Source: an optimization exercise on an open RTL-to-GDS flow (aim: small area). Production flows keep margins and buffers that such runs may drop. The RTL was checked by simulation tests, not by an equivalence proof against the original design. Power figures rest on the tool's default switching activity, not on a simulated workload.

## delta
## video_core
module video_core(
	input         clk,
	input         rst_n,
	input  [7:0]  vpo,
	input         config_done,
	input         enhance_enable,
	input         video_zoom,
	input         cross_output,
	output [9:0]  lut_addr,
	input  [7:0]  lut_data,
	output [19:0] sram_a_addr,
	output        sram_a_ce_n,
	output        sram_a_we_n,
	output        sram_a_oe_n,
	output [15:0] sram_a_dout,
	output        sram_a_doe,
	input  [15:0] sram_a_din,
	output [19:0] sram_b_addr,
	output        sram_b_ce_n,
	output        sram_b_we_n,
	output        sram_b_oe_n,
	output [15:0] sram_b_dout,
	output        sram_b_doe,
	input  [15:0] sram_b_din,
	output [7:0]  enc_data,
	output        frame_flag,
	output        decode_error,
	output [7:0]  img_mean,
	output        iris_int,
	output [7:0]  max_gray
);
export LEC_CHECK = 0
export CAP_MARGIN = 20
export CORE_MARGIN = 2
export CORE_UTILIZATION = 40
export PLACE_DENSITY = 0.6
export SLEW_MARGIN = 20
create_clock -name core_clock -period 10.0 [get_ports {clk}]
standard.sh (not shown) runs the stock make flow with config.mk's settings and CLKGATE_MAP_FILE= SYNTH_SCRIPT=/design/flow/synth_recipe.tcl, a recipe that flattens the netlist after the stock synthesis.
==> flow/flow/run.sh <==
#!/bin/bash
# Standard layout with three changes: an area-oriented ABC script in
# synthesis, port buffers made from the smallest buffer cell, and a clock
# tree of small buffers without dummy loads.
set -euo pipefail
W="$(cd "$(dirname "$0")/.." && pwd)"
export AREA_ABC_SCRIPT="$W/flow/area.abc"
export FLOW_SYNTH_TCL="$W/synth_recipe.tcl"
export BUFFER_PORTS_ARGS="-buffer_cell sky130_fd_sc_hd__buf_1"
export CTS_ARGS="-sink_clustering_enable -repair_clock_nets -dont_use_dummy_load -buf_list sky130_fd_sc_hd__clkbuf_4 -sink_clustering_size 10 -sink_clustering_max_diameter 50 -sink_buffer_max_cap_derate 1.0"
sed "s|SYNTH_SCRIPT=[^ ]*|SYNTH_SCRIPT=$W/flow/synth_area.tcl|" "$W/standard.sh" > "$W/standard_area.sh"
grep -q "SYNTH_SCRIPT=$W/flow/synth_area.tcl" "$W/standard_area.sh"
bash "$W/standard_area.sh" > "$W/standard_flow.log" 2>&1
==> flow/flow/area.abc <==
strash
ifraig
dc2
dch -f
amap -m -F 2 -A 8
topo
stime -c
dnsize -c
==> flow/flow/synth_area.tcl <==
# The standard flow's synthesis script, with the ABC step run on an area-oriented script
# (flow/area.abc) instead of ORFS's delay-oriented one.  Everything else,
# including flip-flop mapping, is synth_recipe.tcl unchanged.
proc abc {args} {
  set i [lsearch $args -script]
  if {$i >= 0} { lset args [expr {$i + 1}] $::env(AREA_ABC_SCRIPT) }
  yosys abc {*}$args
}
source $::env(FLOW_SYNTH_TCL)
Edits applied to the flow inputs when going from delta to zinc:
==> flow/flow/run.sh <==
#!/bin/bash
# Standard layout, with the port buffers made from the smallest buffer cell
# and a clock tree of mid-size buffers without dummy loads.
set -euo pipefail
export BUFFER_PORTS_ARGS="-buffer_cell sky130_fd_sc_hd__buf_1"
export CTS_ARGS="-sink_clustering_enable -repair_clock_nets -dont_use_dummy_load -buf_list sky130_fd_sc_hd__clkbuf_16 -sink_clustering_size 28 -sink_clustering_max_diameter 80 -sink_buffer_max_cap_derate 1.0"
bash standard.sh > standard_flow.log 2>&1
removed: flow/flow/area.abc
removed: flow/flow/synth_area.tcl
Findings:
In summary, zinc completed successfully, with a layout that passed the timing, design-rule and antenna checks. The post-synthesis simple-gate area fraction in zinc sits 1.2 points above the value recorded for delta. Going from delta to zinc, wire length saw a decrease; share of power burned in combinational logic saw a decrease. Against delta, detailed-routed wire length on met3 in zinc fell by more than 10%. Final area on zinc is behind delta. zinc against delta: global placement routability congestion shows a reduction of about 14%, total power consumption of the routed design now sits higher. zinc has more setup slack than delta. NOTE: non-clock buffer count in zinc exceeds that of delta.
Relative to zinc, the following input files were edited for juniper:
-- flow/flow/run.sh --
<<< zinc, line 6
export CTS_ARGS="-sink_clustering_enable -repair_clock_nets -dont_use_dummy_load -buf_list sky130_fd_sc_hd__clkbuf_16 -sink_clustering_size 28 -sink_clustering_max_diameter 80 -sink_buffer_max_cap_derate 1.0"
>>> juniper, line 6
export CTS_ARGS="-sink_clustering_enable -repair_clock_nets -dont_use_dummy_load -buf_list sky130_fd_sc_hd__clkbuf_8 -sink_clustering_size 30"
--- outcome ---
No stage failed in juniper, and the final checks on the layout all came back clean.
Part of the cycle the worst path needs for juniper: 0.23 points down relative to zinc
Summary of the comparison: number of DRC markers in iteration 0 is lower in juniper, relative to zinc.
Per the comparison of juniper with zinc, total stage count of the critical path neither gained nor lost much, routing usage on met1 went down by 0.40 points.
--- input diff juniper..violet ---
==> flow/flow/run.sh <==
#!/bin/bash
# Standard layout with three changes: an area-oriented ABC script in
# synthesis (with a time-bounded &deepsyn pass), port buffers made from the smallest buffer cell, and a clock
# tree of small buffers without dummy loads.
set -euo pipefail
W="$(cd "$(dirname "$0")/.." && pwd)"
export AREA_ABC_SCRIPT="$W/flow/area.abc"
export FLOW_SYNTH_TCL="$W/synth_recipe.tcl"
export BUFFER_PORTS_ARGS="-buffer_cell sky130_fd_sc_hd__buf_1"
export CTS_ARGS="-sink_clustering_enable -repair_clock_nets -dont_use_dummy_load -buf_list \"sky130_fd_sc_hd__clkbuf_4 sky130_fd_sc_hd__clkbuf_8\" -sink_clustering_size 10 -sink_clustering_max_diameter 45 -sink_buffer_max_cap_derate 1.0"
sed "s|SYNTH_SCRIPT=[^ ]*|SYNTH_SCRIPT=$W/flow/synth_area.tcl|" "$W/standard.sh" > "$W/standard_area.sh"
grep -q "SYNTH_SCRIPT=$W/flow/synth_area.tcl" "$W/standard_area.sh"
bash "$W/standard_area.sh" > "$W/standard_flow.log" 2>&1
==> flow/flow/area.abc (new file) <==
strash
ifraig
dc2
&get -n
&deepsyn -T 120 -S 7
&put
resub -K 8
rewrite -z
dch -f
amap -m -F 2 -A 8
topo
stime -c
dnsize -c
==> flow/flow/synth_area.tcl (new file) <==
# The standard flow's synthesis script, with the ABC step run on an area-oriented script
# (flow/area.abc) instead of ORFS's delay-oriented one.  Everything else,
# including flip-flop mapping, is synth_recipe.tcl unchanged.
proc abc {args} {
  set i [lsearch $args -script]
  if {$i >= 0} { lset args [expr {$i + 1}] $::env(AREA_ABC_SCRIPT) }
  yosys abc {*}$args
}
source $::env(FLOW_SYNTH_TCL)
Findings:
Routed wire in violet totals less than in juniper. In the tables for violet and juniper, maximum fanout encountered on the critical timing path reads lower with juniper. Changes observed in violet relative to juniper: reported net switching power decreased 14%; routing usage on met1 grew by 2.4 points; distinct cell type count after synthesis went down about 33%; final non-filler cell area decreased by about 9% relative to the old numbers. In the tables for violet and juniper, clock-buffer cell count reads lower with violet.
Inputs modified between violet and indigo:
-- flow/flow/run.sh --
<<< violet, line 3
# synthesis (with a time-bounded &deepsyn pass), port buffers made from the smallest buffer cell, and a clock
# tree of small buffers without dummy loads.
>>> indigo, line 3
# synthesis, port buffers made from the smallest buffer cell, and a clock
# tree of mid-size buffers without dummy loads.
<<< violet, line 10
export CTS_ARGS="-sink_clustering_enable -repair_clock_nets -dont_use_dummy_load -buf_list \"sky130_fd_sc_hd__clkbuf_4 sky130_fd_sc_hd__clkbuf_8\" -sink_clustering_size 10 -sink_clustering_max_diameter 45 -sink_buffer_max_cap_derate 1.0"
>>> indigo, line 10
export CTS_ARGS="-sink_clustering_enable -repair_clock_nets -dont_use_dummy_load -buf_list sky130_fd_sc_hd__clkbuf_8 -sink_clustering_size 15 -sink_clustering_max_diameter 60 -sink_buffer_max_cap_derate 1.0"
==> flow/flow/area.abc <==
strash
dc2
dch -f
amap -m -F 2 -A 8
topo
stime -c
dnsize -c
Results
The flow did not stop early for indigo: all stages ran, and the layout cleared the timing, design-rule and antenna checks.
Comparing violet and indigo, the higher global-route usage is on indigo.
Re cell internal power dissipation: violet and indigo aren't equal, and the lower value belongs to violet.
indigo vs violet: die extent in y up slightly
Routed length on met2, violet and indigo: lower on violet
Layout overhead on the synthesized area of indigo is on par with violet.
indigo vs. violet: combinational cell fraction of total power rose 4.8 points; total vias in the final route increased by 319 relative to the old numbers; final estimated routing congestion in global placement now larger; gate count after technology mapping increased about 3.7%; sequential portion of the cell area now sits lower.
violet has a lower die outline area than indigo.
#### Input delta (fjord over indigo)
==> flow/flow/run.sh <==
#!/bin/bash
# Standard layout, with the port buffers made from the smallest buffer cell
# and a clock tree of mid-size buffers without dummy loads.
set -euo pipefail
export BUFFER_PORTS_ARGS="-buffer_cell sky130_fd_sc_hd__buf_1"
export CTS_ARGS="-sink_clustering_enable -repair_clock_nets -dont_use_dummy_load -buf_list sky130_fd_sc_hd__clkbuf_4 -sink_clustering_size 20"
bash standard.sh > standard_flow.log 2>&1
removed: flow/flow/area.abc
removed: flow/flow/synth_area.tcl
### Flow results
Power: fjord vs indigo down 100 uW
The setup slack of fjord is larger than that of indigo.
Sort fjord and indigo by portion of the post-synthesis area used by sequential elements desc -> top: indigo
Going from indigo to fjord, depth of the worst register-to-register path decreased 5, wire length of the first global-routing pass moved down, count of vias placed by the detailed router shows an increase of 58, hold slack down 0.0037 ns.
Max tap cell instance count across fjord and indigo: fjord

---

before:
Another version of the RTL of video_core (not shown whole).
Size in the first run: roughly 1200 cells after synthesis, about 200 flip-flops, roughly 0.012 mm^2 of cells after synthesis.
export LEC_CHECK = 0
export CAP_MARGIN = 20
export CORE_MARGIN = 2
export CORE_UTILIZATION = 40
export PLACE_DENSITY = 0.6
export SLEW_MARGIN = 20
create_clock -name core_clock -period 10.0 [get_ports {clk}]
==> flow/flow/run.sh <==
#!/bin/bash
# Standard layout, with the port buffers made from the smallest buffer cell.
set -euo pipefail
export BUFFER_PORTS_ARGS="-buffer_cell sky130_fd_sc_hd__buf_1"
bash standard.sh > standard_flow.log 2>&1
Changes in after relative to before:
==> flow/run.sh (new file) <==
#!/bin/bash
# synth_recipe.tcl (not shown) runs the flow's synth.tcl, then flattens the netlist and writes it again
# the make line also repeats each setting of config.mk as NAME=value (left out here)
make -C /OpenROAD-flow-scripts/flow DESIGN_CONFIG=/design/flow/config.mk WORK_HOME=/design/flow/orfs CLKGATE_MAP_FILE= SYNTH_SCRIPT=/design/flow/synth_recipe.tcl finish
removed: flow/flow/run.sh
removed: flow/standard.sh
Notes after the runs:
Looking at most frequent standard cell in the layout excluding fill and tap cells, the sky130_fd_sc_hd__clkdlybuf4s50_1 result is from after; the sky130_fd_sc_hd__buf_1 one comes from before. Re final count of pins violating max slew: no difference whatsoever between after and before. Taking before as the reference, in after clock power down about 2%; first-iteration DRC count up 38%. Diff before..after | sequential cell count | unchanged. Of before and after, the higher wire length of the first global-routing pass belongs to after. Against before, after comes in 0.18 ns lower on final worst-path setup slack.

-- re-timing with driven ports --
The flow's constraints put no driver on any port. The routed layouts listed below were extracted and timed again, unchanged, in two steps.
Step 1 sets driving cells, clkbuf_16 on the clock port and buf_2 on the other inputs (assumed; they add their load-dependent delay and slew).
Step 2 times the ports against the registers' clock, not the clock port: input delays grow and output delays shrink by t, the midpoint of the rising clock arrivals with the driver on.
Slacks: no drivers / after step 1 / after step 2; pairs: no drivers / after step 1.
run	t (ns)	setup slack, ns	clock arrival spread, ns	cell pins on the clock port's net
delta	0.698	0.421 / 0.378 / 1.075	0.075 / 0.075	1
zinc	0.510	0.466 / 0.419 / 0.929	0.051 / 0.052	1
juniper	0.552	0.489 / 0.442 / 0.994	0.070 / 0.070	1
violet	0.689	0.399 / 0.356 / 1.045	0.084 / 0.085	1
indigo	0.551	0.410 / 0.367 / 0.918	0.072 / 0.072	1
fjord	0.684	0.477 / 0.431 / 1.116	0.088 / 0.087	1
before	0.486	0.649 / 0.602 / 1.088	0.020 / 0.020	1
after	0.488	0.469 / 0.421 / 0.909	0.024 / 0.025	1
After both steps every run listed still meets setup and hold.
